This design comes from an exercise in tuning for a short achievable clock period and few clock cycles on the open sky130 flow, not from production work.
The RTL was checked by simulation tests, not by an equivalence proof against the original design.
Power is estimated from default activity; no workload was simulated.

## config.mk

```make
export PLATFORM = sky130hd
export DESIGN_NAME = cpu
export DESIGN_NICKNAME = cpu
export VERILOG_FILES = /design/flow/design.v
export SDC_FILE = /design/flow/constraint.sdc
export NUM_CORES = 4
export LEC_CHECK = 0
export CAP_MARGIN = 20
export CORE_MARGIN = 2
export CORE_UTILIZATION = 40
export SLEW_MARGIN = 20
```

## constraint.sdc

```tcl
create_clock -name core_clock -period 10.0 [get_ports {clk}]
set_input_delay 2.0000 -clock core_clock [delete_from_list [all_inputs] [get_ports {clk}]]
set_output_delay 2.0000 -clock core_clock [all_outputs]
set_load 0.01 [all_outputs]
```

## design.v

```verilog
module alu(
    input [5:0] op,        
    input [31:0] rv1,      
    input [31:0] rv2,      
    output reg [31:0] rvout,   
    input [31:0] drdata,   
    output reg [31:0] dwdata,  
    output reg [3:0] dwe,      
    input [31:0] daddr,     
    input [31:0] iaddr,
    input [31:0] instr
);
    always @* begin
	case(op)
        0  : begin rvout = rv1 + rv2;                   dwe=0;dwdata = 0;end					     
        1  : begin rvout = $signed(rv1) < $signed(rv2); dwe=0;dwdata = 0; end	     
        2  : begin rvout = rv1 < rv2;                   dwe=0;dwdata = 0;end				             
		3  : begin rvout = rv1 ^ rv2;                   dwe=0;dwdata = 0;end					         
		4  : begin rvout = rv1 | rv2;                   dwe=0;dwdata = 0;end					         
		5  : begin rvout = rv1 & rv2;                   dwe=0;dwdata = 0;end					         
        6  : begin rvout = rv1 << rv2[4:0];             dwe=0;dwdata = 0;end				     
        7  : begin rvout = $signed(rv1) >>> rv2[4:0];   dwe=0;dwdata = 0;end			 
        8  : begin rvout = rv1 >> rv2[4:0];             dwe=0;dwdata = 0;end				     
		9  : begin rvout = rv1 - rv2;                   dwe=0;dwdata = 0;end					         
		10 : begin rvout = rv1 + rv2;                   dwe=0;dwdata = 0;end					         
        11 : begin rvout = rv1 << rv2[4:0];             dwe=0;dwdata = 0;end				     
        12 : begin rvout = $signed(rv1) < $signed(rv2); dwe=0;dwdata = 0;end	     
		13 : begin rvout = rv1 < rv2;                   dwe=0;dwdata = 0;end				             
		14 : begin rvout = rv1 ^ rv2;                   dwe=0;dwdata = 0;end					         
        15 : begin rvout = $signed(rv1) >>> rv2[4:0];   dwe=0;dwdata = 0;end			 
        16 : begin rvout = rv1 >> rv2[4:0];             dwe=0;dwdata = 0;end				     
		17 : begin rvout = rv1 | rv2;                   dwe=0;dwdata = 0;end					         
        18 : begin rvout = rv1 & rv2;                   dwe=0;dwdata = 0;end					         
        19 : begin dwe = 0;dwdata = 0;                                              
            case (daddr[1:0])
                2'b00: rvout = {{24{drdata[7]}}, drdata[7:0]};
                2'b01: rvout = {{24{drdata[15]}}, drdata[15:8]};
                2'b10: rvout = {{24{drdata[23]}}, drdata[23:16]};
                2'b11: rvout = {{24{drdata[31]}}, drdata[31:24]};
                default: rvout = {{24{drdata[7]}}, drdata[7:0]};
            endcase
                end                                                    
        20 : begin  dwe = 0;dwdata = 0;                                               
            case (daddr[1:0])
                2'b00: rvout = {{16{drdata[15]}}, drdata[15:0]};
                2'b10: rvout = {{16{drdata[31]}}, drdata[31:16]};
                default:rvout = {{16{drdata[15]}}, drdata[15:0]};
            endcase
                end                                                     
        21 : begin rvout = drdata; dwe = 0;dwdata = 0; end                            
        22 : begin dwe = 0;dwdata = 0;                                                
            case (daddr[1:0])
                2'b00: rvout = {{24{1'b0}}, drdata[7:0]};
                2'b01: rvout = {{24{1'b0}}, drdata[15:8]};
                2'b10: rvout = {{24{1'b0}}, drdata[23:16]};
                2'b11: rvout = {{24{1'b0}}, drdata[31:24]};
                default: rvout = {{24{1'b0}}, drdata[7:0]};
            endcase
                end                                                     
        23 : begin dwe = 0;dwdata = 0;                                                 
            case (daddr[1:0])
                2'b00: rvout = {{16{1'b0}}, drdata[15:0]};
                2'b10: rvout = {{16{1'b0}}, drdata[31:16]};
                default:rvout = {{16{1'b0}}, drdata[15:0]};
            endcase
                end                                                   
        24 : begin dwdata = {4{rv2[7:0]}};rvout=0;                                            
            case(daddr[1:0])
                2'b00: dwe = 4'b0001;
                2'b01: dwe = 4'b0010;
                2'b10: dwe = 4'b0100;
                2'b11: dwe = 4'b1000;
                default:dwe = 4'b0001;
            endcase 
        end                                                            
        25 : begin dwdata = {2{rv2[15:0]}};rvout=0;                                             
            case(daddr[1:0])
                2'b00: dwe = 4'b0011;
                2'b10: dwe = 4'b1100;
                default:dwe = 4'b0011;
            endcase
        end                                                            
        26 : begin dwdata = rv2; dwe = 4'b1111;rvout=0; end                          
        27 : begin dwe = 0;dwdata = 0;rvout=0; end                                              
        28 : begin dwe = 0;dwdata = 0;rvout=0; end                                              
        29 : begin dwe = 0;dwdata = 0;rvout=0; end                                              
        30 : begin dwe = 0;dwdata = 0;rvout=0; end                                              
        31 : begin dwe = 0;dwdata = 0;rvout=0; end                                              
        32 : begin dwe = 0;dwdata = 0;rvout=0; end                                              
        33 : begin rvout = iaddr + 4; dwe = 0;dwdata = 0;end                            
        34 : begin rvout = iaddr + 4; dwe = 0;dwdata = 0;end                            
        35 : begin rvout = {instr[31:12],{12{1'b0}}}; dwe = 0;dwdata = 0;end            
        36 : begin rvout = iaddr + {instr[31:12],{12{1'b0}}}; dwe = 0;dwdata = 0;end    
        default : begin rvout = 0;dwdata=0;dwe=0;end
	endcase
    end
endmodule
module regfile(
    input [4:0] rs1,       
    input [4:0] rs2,       
    input [4:0] rd,        
    input we,              
    input [31:0] wdata,    
    output reg [31:0] rv1,     
    output reg [31:0] rv2,     
    input clk,             
    input [5:0] op,        
    input [31:0] instr,    
    output reg [31:0] daddr 
);
        integer i;
    reg [31:0] Reg [0:31];
    always @* begin
		rv1 = (rs1 == 0) ? 32'd0 : Reg[rs1];   
		rv2 = (rs2 == 0) ? 32'd0 : Reg[rs2]; 
        case (op)
            19,20,21,22,
            23: daddr = rv1 + {{20{instr[31]}},instr[31:20]};  
            24,25,
            26: daddr = rv1 + {{20{instr[31]}},instr[31:25], instr[11:7]};  
            default: daddr =0;
        endcase 
        end
    always @(posedge clk)begin
		if (we == 1)begin
            if (rd != 0)begin             
                Reg[rd] <= wdata;
            end
		end
    end   
endmodule
module dummydecoder(
    input [31:0] instr,       
    output reg [5:0] op,      
    output reg [4:0] rs1,     
    output reg [4:0] rs2,     
    output reg [4:0] rd,      
    input  [31:0] r_rv2,      
    output reg [31:0] rv2,    
    output reg we             
);
    always @* begin
        case({instr[14:12], instr[6:0]})
            10'b0000010011 : begin op = 0; rv2 = {{20{instr[31]}},instr[31:20]}; we = 1;end			 
            10'b0100010011 : begin op = 1; rv2 = {{20{instr[31]}},instr[31:20]}; we = 1;end			 
            10'b0110010011 : begin op = 2; rv2 = {{20{instr[31]}},instr[31:20]}; we = 1;end			 
            10'b1000010011 : begin op = 3; rv2 = {{20{instr[31]}},instr[31:20]}; we = 1;end			 
            10'b1100010011 : begin op = 4; rv2 = {{20{instr[31]}},instr[31:20]}; we = 1;end			 
            10'b1110010011 : begin op = 5; rv2 = {{20{instr[31]}},instr[31:20]}; we = 1;end			 
            10'b0010010011 : begin op = 6; rv2 = {{20{instr[31]}},instr[31:20]}; we = 1;end			 
            10'b1010010011 : begin op = instr[30] ? 7 : 8;  rv2 = instr[24:20]; we = 1;end	 
            10'b0000110011 : begin op = instr[30] ? 9 : 10; rv2 = r_rv2; we = 1;end	 
		    10'b0010110011 : begin op = 11; rv2 = r_rv2; we = 1;end			    
		    10'b0100110011 : begin op = 12; rv2 = r_rv2; we = 1;end			    
		    10'b0110110011 : begin op = 13; rv2 = r_rv2; we = 1;end			    
		    10'b1000110011 : begin op = 14; rv2 = r_rv2; we = 1;end			    
            10'b1010110011 : begin op = instr[30] ? 15 : 16; rv2 = r_rv2; we = 1;end	 
		    10'b1100110011 : begin op = 17; rv2 = r_rv2; we = 1;end			    
		    10'b1110110011 : begin op = 18; rv2 = r_rv2; we = 1;end			    
            10'b0000000011 : begin op = 19; rv2 = r_rv2; we = 1;end             
            10'b0010000011 : begin op = 20; rv2 = r_rv2; we = 1;end             
            10'b0100000011 : begin op = 21; rv2 = r_rv2; we = 1;end             
            10'b1000000011 : begin op = 22; rv2 = r_rv2; we = 1;end             
            10'b1010000011 : begin op = 23; rv2 = r_rv2; we = 1;end             
            10'b0000100011 : begin op = 24; rv2 = r_rv2; we = 0;end             
            10'b0010100011 : begin op = 25; rv2 = r_rv2; we = 0;end             
            10'b0100100011 : begin op = 26; rv2 = r_rv2; we = 0;end             
            10'b0001100011 : begin op = 27; rv2 = r_rv2; we = 0;end             
            10'b0011100011 : begin op = 28; rv2 = r_rv2; we = 0;end             
            10'b1001100011 : begin op = 29; rv2 = r_rv2; we = 0;end             
            10'b1011100011 : begin op = 30; rv2 = r_rv2; we = 0;end             
            10'b1101100011 : begin op = 31; rv2 = r_rv2; we = 0;end             
            10'b1111100011 : begin op = 32; rv2 = r_rv2; we = 0;end             
            10'b0001100111 : begin op = 34; rv2 = r_rv2; we = 1;end             
            default:begin
                 case (instr[6:0])
            7'b1101111 : begin op = 33; rv2 = r_rv2; we = 1;end             
            7'b0110111 : begin op = 35; rv2 = r_rv2; we = 1;end             
            7'b0010111 : begin op = 36; rv2 = r_rv2; we = 1;end             
                     default:begin op = 0; we = 0;rv2=r_rv2; end
        endcase
            end
	endcase
     rs1 = instr [19:15];
     rs2 = instr [24:20];
     rd  = instr [11:7];
    end
endmodule
module cpu (
    input clk, 
    input reset,
    output reg [31:0] iaddr,
    input [31:0] idata,
    output reg [31:0] daddr,
    input [31:0] drdata,
    output reg [31:0] dwdata,
    output reg [3:0] dwe
);
    wire [31:0] daddr1, dwdata1, rv1, rv2, rvout, r_rv2, wdata;
    wire [3:0] dwe1;
    wire [5:0] op;
    wire [4:0] rs1, rs2, rd;
    wire we;
    alu u1(
        .op(op),              
        .rv1(rv1),            
        .rv2(rv2),
        .rvout(rvout),        
        .drdata(drdata),      
        .dwdata(dwdata1),     
        .dwe(dwe1),
        .daddr(daddr1),
        .iaddr(iaddr),        
        .instr(idata)         
    );
    regfile u2(
        .rs1(rs1),            
        .rs2(rs2),
        .rd(rd),
        .we(we),              
        .wdata(rvout),
        .rv1(rv1),
        .rv2(r_rv2),
        .clk(clk),
        .op(op),              
        .instr(idata),
        .daddr(daddr1)        
    );
    dummydecoder u3(
        .instr(idata),
        .op(op),
        .rs1(rs1),
        .rs2(rs2),
        .rd(rd),
        .r_rv2(r_rv2),
        .rv2(rv2),
        .we(we)
    );
    always @* begin
        if (reset) begin
            daddr = 0;
            dwdata = 0;
            dwe = 0;
        end
            else begin
        daddr = daddr1;
        dwdata = dwdata1;
        dwe = dwe1;
            end
    end
    always @(posedge clk) begin
        if (reset) begin
            iaddr <= 0;
        end else begin 
            case (op)
                27 : begin if (rv1 == rv2) iaddr <= iaddr + {{20{idata[31]}},idata[7],idata[30:25],idata[11:8],1'b0};
                else iaddr <= iaddr + 4;end                                                                  
                28 : begin if (rv1 != rv2) iaddr <= iaddr + {{20{idata[31]}},idata[7],idata[30:25],idata[11:8],1'b0};
                else iaddr <= iaddr + 4;end                                                                  
                29 : begin if ($signed(rv1) < $signed(rv2)) iaddr <= iaddr + {{20{idata[31]}},idata[7],idata[30:25],idata[11:8],1'b0};
                else iaddr <= iaddr + 4;end                                                                  
                30 : begin if ($signed(rv1) >= $signed(rv2)) iaddr <= iaddr + {{20{idata[31]}},idata[7],idata[30:25],idata[11:8],1'b0};
                else iaddr <= iaddr + 4;end                                                                  
                31 : begin if (rv1 < rv2) iaddr <= iaddr + {{20{idata[31]}},idata[7],idata[30:25],idata[11:8],1'b0};
                else iaddr <= iaddr + 4;end                                                                  
                32 : begin if (rv1 >= rv2) iaddr <= iaddr + {{20{idata[31]}},idata[7],idata[30:25],idata[11:8],1'b0};
                else iaddr <= iaddr + 4;end                                                                  
                33 : begin iaddr <= iaddr + {{12{idata[31]}},idata[19:12],idata[20],idata[30:21],1'b0}; end   
                34 : begin iaddr <= (rv1 + {{20{idata[31]}},idata[31:20]}) & 32'hFFFFFFFE; end                    
           default: iaddr <= iaddr + 4; 
            endcase
        end
    end
endmodule
```

## run.sh

```bash
#!/bin/bash
# synth_recipe.tcl (not shown) runs the flow's synth.tcl, then flattens the netlist and writes it again
# the make line also repeats each setting of config.mk as NAME=value (left out here)
make -C /OpenROAD-flow-scripts/flow DESIGN_CONFIG=/design/flow/config.mk WORK_HOME=/design/flow/orfs CLKGATE_MAP_FILE= SYNTH_SCRIPT=/design/flow/synth_recipe.tcl finish
```

==> impl_metrics.prom <==
# TYPE chip_impl_metric gauge
chip_impl_metric{name="core_area",unit="sq um"} 169000
chip_impl_metric{name="worst-endpoint-arrival",unit="ps"} 7750
chip_impl_metric{name="mappedNetlistArea",unit="sq um"} 68000
chip_impl_metric{name="yosysWarningCount",unit=""} 4
chip_impl_metric{name="post_cts.resized_instances",unit=""} 0
chip_impl_metric{name="grt_overflow_total",unit=""} 0
chip_impl_metric{name="power.combinational.fraction",unit=""} 0.346
chip_impl_metric{name="power-per-cell-area",unit="nW/um^2"} 193
chip_impl_info{name="category_of_the_critical_setup_timing_path",value="in -> out"} 1
chip_impl_info{name="status",value="complete, no violations"} 1
chip_impl_metric{name="timing.critical_path.fanout_max",unit=""} 14
chip_impl_metric{name="power_frac_clock",unit=""} 0.282
chip_impl_info{name="start_kind",value="input pin"} 1
chip_impl_metric{name="routed-via-count",unit=""} 56200
chip_impl_metric{name="die-area",unit="sq um"} 173000
chip_impl_metric{name="vdd.ir_drop.worst",unit="V"} 0.000179
chip_impl_metric{name="max-slew-margin-rel",unit=""} 0.102
chip_impl_metric{name="finalNonFillerCells",unit=""} 8181
chip_impl_metric{name="final_net_count",unit=""} 6131
chip_impl_metric{name="synth_enable_flop_cells",unit=""} 1024
chip_impl_metric{name="period_minus_slack",unit="ps"} 9750
chip_impl_info{name="layout_common_cells",value="1024 x sky130_fd_sc_hd__edfxtp_1, 473 x sky130_fd_sc_hd__mux4_2, 447 x sky130_fd_sc_hd__buf_4"} 1
chip_impl_metric{name="synthesis.instances",unit=""} 5468
chip_impl_metric{name="grt_start_max_net_pins",unit=""} 65
chip_impl_metric{name="ys_seq_area_frac",unit=""} 0.462
chip_impl_metric{name="reported_max_cap_violation_count",unit=""} 0
chip_impl_info{name="critical_path.startpoint",value="idata[17]"} 1
chip_impl_metric{name="fin_util",unit=""} 0.465
chip_impl_metric{name="power.share.sequential",unit=""} 0.372
chip_impl_metric{name="via_count_of_the_first_global_routing_pass",unit=""} 53900
chip_impl_metric{name="via_per_inst",unit=""} 6.86
chip_impl_metric{name="wl_per_cell",unit="um"} 39.4
chip_impl_metric{name="dr.first_iter.drc_count",unit=""} 8129
chip_impl_metric{name="ys_ff_latch",unit=""} 1055
chip_impl_metric{name="initial_core_util",unit=""} 0.402
chip_impl_metric{name="worst_hold_slack",unit="ps"} 732
chip_impl_metric{name="required",unit="ps"} 8000
chip_impl_metric{name="max-clock-path-buffers",unit=""} 3
chip_impl_metric{name="finalPower",unit="uW"} 15200
chip_impl_metric{name="report.final.slew_viol_count",unit=""} 0
chip_impl_info{name="worstHoldStart",value="iaddr[1]$_SDFFE_PP0P_"} 1
chip_impl_metric{name="gp_routability_congestion",unit=""} 1.05
chip_impl_metric{name="tritoncts.num_buffers",unit=""} 112
chip_impl_metric{name="post-cts-setup-buffers",unit=""} 0
chip_impl_metric{name="power.internal",unit="uW"} 9710
chip_impl_info{name="critical_path.endpoint_type",value="primary output"} 1
chip_impl_metric{name="swShare",unit=""} 0.361
chip_impl_metric{name="synth.distinct_cells",unit=""} 134
chip_impl_metric{name="post_syn_area_per_cell",unit="sq um"} 12.4
chip_impl_info{name="reg2reg_from",value="u2.Reg[31][5]$_DFFE_PP_"} 1
chip_impl_info{name="clock-root-buffer",value="sky130_fd_sc_hd__clkbuf_16"} 1
chip_impl_metric{name="total_leakage_power",unit="uW"} 0.0276
chip_impl_metric{name="dieHeight",unit="um"} 416
chip_impl_metric{name="timing.final.hold_violations",unit=""} 0
chip_impl_metric{name="global_route.usage.total",unit=""} 0.365
chip_impl_metric{name="final_antenna_net_count",unit=""} 0
chip_impl_metric{name="post-place-cells",unit=""} 7973
chip_impl_metric{name="die_x",unit="um"} 416
chip_impl_metric{name="grt_pass1_wl",unit="um"} 441000
chip_impl_metric{name="timing.final.setup_violations",unit=""} 0
chip_impl_metric{name="clkSlewWorstSetupHoldPaths",unit="ps"} 50
chip_impl_metric{name="std_cell_rows",unit=""} 151
chip_impl_metric{name="layout.filler_cells",unit=""} 15100
chip_impl_metric{name="number_of_antenna_violations_at_the_first_check_in_global_routing",unit=""} 13
chip_impl_metric{name="tightestPinTransition",unit="ps"} 1340
chip_impl_metric{name="areaGrowthSynthToFinish",unit="%"} 15.8
chip_impl_info{name="setup_repair_after_global_routing_missed_its_margin",value="false"} 1
chip_impl_metric{name="timing.final.crit_share",unit=""} 0.975
chip_impl_metric{name="f_max",unit="MHz"} 103
chip_impl_metric{name="timing.clock.skew",unit="ps"} 55.7
chip_impl_metric{name="cts-htree-levels",unit=""} 3
chip_impl_metric{name="drive_gt1_frac",unit=""} 0.228
chip_impl_metric{name="drtPass1Iterations",unit=""} 9
chip_impl_metric{name="postSynth.asyncResetShare",unit=""} 0
chip_impl_metric{name="clock-sinks",unit=""} 1055
chip_impl_metric{name="cts_hold_buf",unit=""} 0
chip_impl_metric{name="fin_setup_tns",unit="ps"} 0
chip_impl_metric{name="sum_of_routed_wire_length_over_all_layers",unit="um"} 323000
chip_impl_metric{name="io_buffer_count",unit=""} 164
chip_impl_info{name="ys_dominant_reg_cell",value="sky130_fd_sc_hd__edfxtp_1"} 1
chip_impl_metric{name="ioPinCount",unit=""} 166
chip_impl_metric{name="dpl.hpwl",unit="um"} 237000
chip_impl_info{name="cts_tree",value="built"} 1
chip_impl_metric{name="p_switching",unit="uW"} 5480
chip_impl_info{name="layout_commonest_cell",value="sky130_fd_sc_hd__edfxtp_1"} 1
chip_impl_info{name="hold_path_class",value="reg -> reg"} 1
chip_impl_metric{name="clock_latency_on_the_worst_skew_pair",unit="ps"} 800
chip_impl_metric{name="drc",unit=""} 0
[through the flow]
| stage | area (sq um) | setup slack [ps] |
|---|---|---|
| after floorplan | 68100 | 1730 |
| after global placement | 74900 | -243 |
| after detailed placement | 74900 | 168 |
| after CTS | 78600 | 154 |
| after global routing | 78700 | 96.2 |
| final | 78700 | 251 |
[cell families (layout without fill, tap and decap cells)]
kind of cell / Yosys count / count (layout) / synth area share
compound gates: 1410 / 1410 / 0.141
simple gates: 1336 / 1336 / 0.0945
flops: 1055 / 1055 / 0.462
mux: 800 / 800 / 0.210
buf+inv: 539 / 997 / 0.0390
fa+ha+maj: 195 / 195 / 0.0367
xor+xnor: 132 / 132 / 0.0170
other cells: 1 / 38 / 0.0000552
[worst max-delay path, stage by stage]
cell and delay, ps:
sky130_fd_sc_hd__buf_4 240, sky130_fd_sc_hd__buf_4 330, sky130_fd_sc_hd__or3b_1 600, sky130_fd_sc_hd__buf_4 270, sky130_fd_sc_hd__o22ai_1 210, sky130_fd_sc_hd__nor4_1 110
sky130_fd_sc_hd__nor4_4 630, sky130_fd_sc_hd__buf_4 230, sky130_fd_sc_hd__nand2_1 170, sky130_fd_sc_hd__inv_1 270, sky130_fd_sc_hd__ha_1 260, sky130_fd_sc_hd__buf_4 190
sky130_fd_sc_hd__nand4_1 200, sky130_fd_sc_hd__or3_1 480, sky130_fd_sc_hd__nor4_1 360, sky130_fd_sc_hd__buf_4 210, sky130_fd_sc_hd__a21oi_1 80, sky130_fd_sc_hd__o21bai_1 150
sky130_fd_sc_hd__a2bb2oi_1 170, sky130_fd_sc_hd__clkdlybuf4s50_1 550
[state kept, by name (all words and copies together), names as in the netlist]
name	count
u2.Reg	1024
iaddr	31
[metal layers]
| layer | GRT usage | up-vias | part of all wire |
|---|---|---|---|
| li1 | - | 22800 | - |
| met1 | 0.472 | 28900 | 0.38 |
| met2 | 0.568 | 3716 | 0.45 |
| met3 | 0.0758 | 782 | 0.098 |
| met4 | 0.217 | 8 | 0.070 |
| met5 | 0 | - | 0.00016 |
[worst paths after layout]
| check | end | slack [ps] | cells after the start |
|---|---|---|---|
| worst min register to register | iaddr[1]$_SDFFE_PP0P_ | 730 | 2 |
| worst min-delay path | iaddr[1]$_SDFFE_PP0P_ | 730 | 2 |
| worst max-delay path | daddr[28] | 250 | 20 |
| worst max register to register | u2.Reg[29][25]$_DFFE_PP_ | 3260 | 21 |
[cell usage after synthesis (51+ instances only)]
library cell	instances	area, sq um
sky130_fd_sc_hd__edfxtp_1	1024	30700
sky130_fd_sc_hd__mux4_2	473	10700
sky130_fd_sc_hd__nand2_1	421	1580
sky130_fd_sc_hd__a21oi_1	347	1740
sky130_fd_sc_hd__nor2_1	346	1300
sky130_fd_sc_hd__mux2i_1	250	2500
sky130_fd_sc_hd__o21ai_0	245	1230
sky130_fd_sc_hd__clkbuf_1	194	728
sky130_fd_sc_hd__ha_1	188	2350
sky130_fd_sc_hd__inv_1	134	503
sky130_fd_sc_hd__nand3_1	122	611
sky130_fd_sc_hd__nor3_1	109	546
sky130_fd_sc_hd__buf_2	105	526
sky130_fd_sc_hd__xnor2_1	89	780
sky130_fd_sc_hd__o22ai_1	79	494
sky130_fd_sc_hd__a21o_1	68	510
sky130_fd_sc_hd__mux2_2	59	664
sky130_fd_sc_hd__a221oi_1	57	499
sky130_fd_sc_hd__a22oi_1	51	383
sky130_fd_sc_hd__a31oi_1	51	319
[power by group through the flow]
stage	clock network [uW]	registers, uW	logic [uW]
floorplan	0	5710	2850
global placement	0	5730	5090
detailed placement	0	5730	5090
CTS	4320	5640	5120
global route	4480	5660	5520
finish	4280	5650	5260
[cell type report]
class                   count  area, sq um  share of cell area
diodes                      5         12.5            0.000159
inverters                 146          553             0.00703
clock buffers             130         2870              0.0365
clock inverters            72          857              0.0109
flip-flops and latches   1055        31400               0.399
well taps                2218         2780              0.0353
repair buffers            649         5760              0.0733
multi-input cells        3906        34500               0.438
Testbench counts, summed over its fixed seeds: cycles 94,604.

[port drivers added, routing unchanged]
The results above use ideal ports. As a check the final layout listed here was re-extracted and re-timed, cells and wires unchanged.
Step 1, drivers: a clkbuf_16 drives clk and a buf_2 each remaining input, both assumed.
Step 2 times the ports against the registers' clock, not the clock port: input delays grow and output delays shrink by t, the midpoint of the rising clock arrivals with the driver on.
Three values: ideal, step 1, step 2; two values: the first two.
t (ns): 0.858
setup WS [ns]: 0.251 / 0.223 / 0.223
worst setup path at the end: input to output
worst slew at a driven data input, ns: 0.27
cell pins on the clock port's net: 1
After both steps this run still meets setup and hold. For this run, drivers alone change the setup slack by -0.028 ns; drivers and shift together by -0.028 ns.
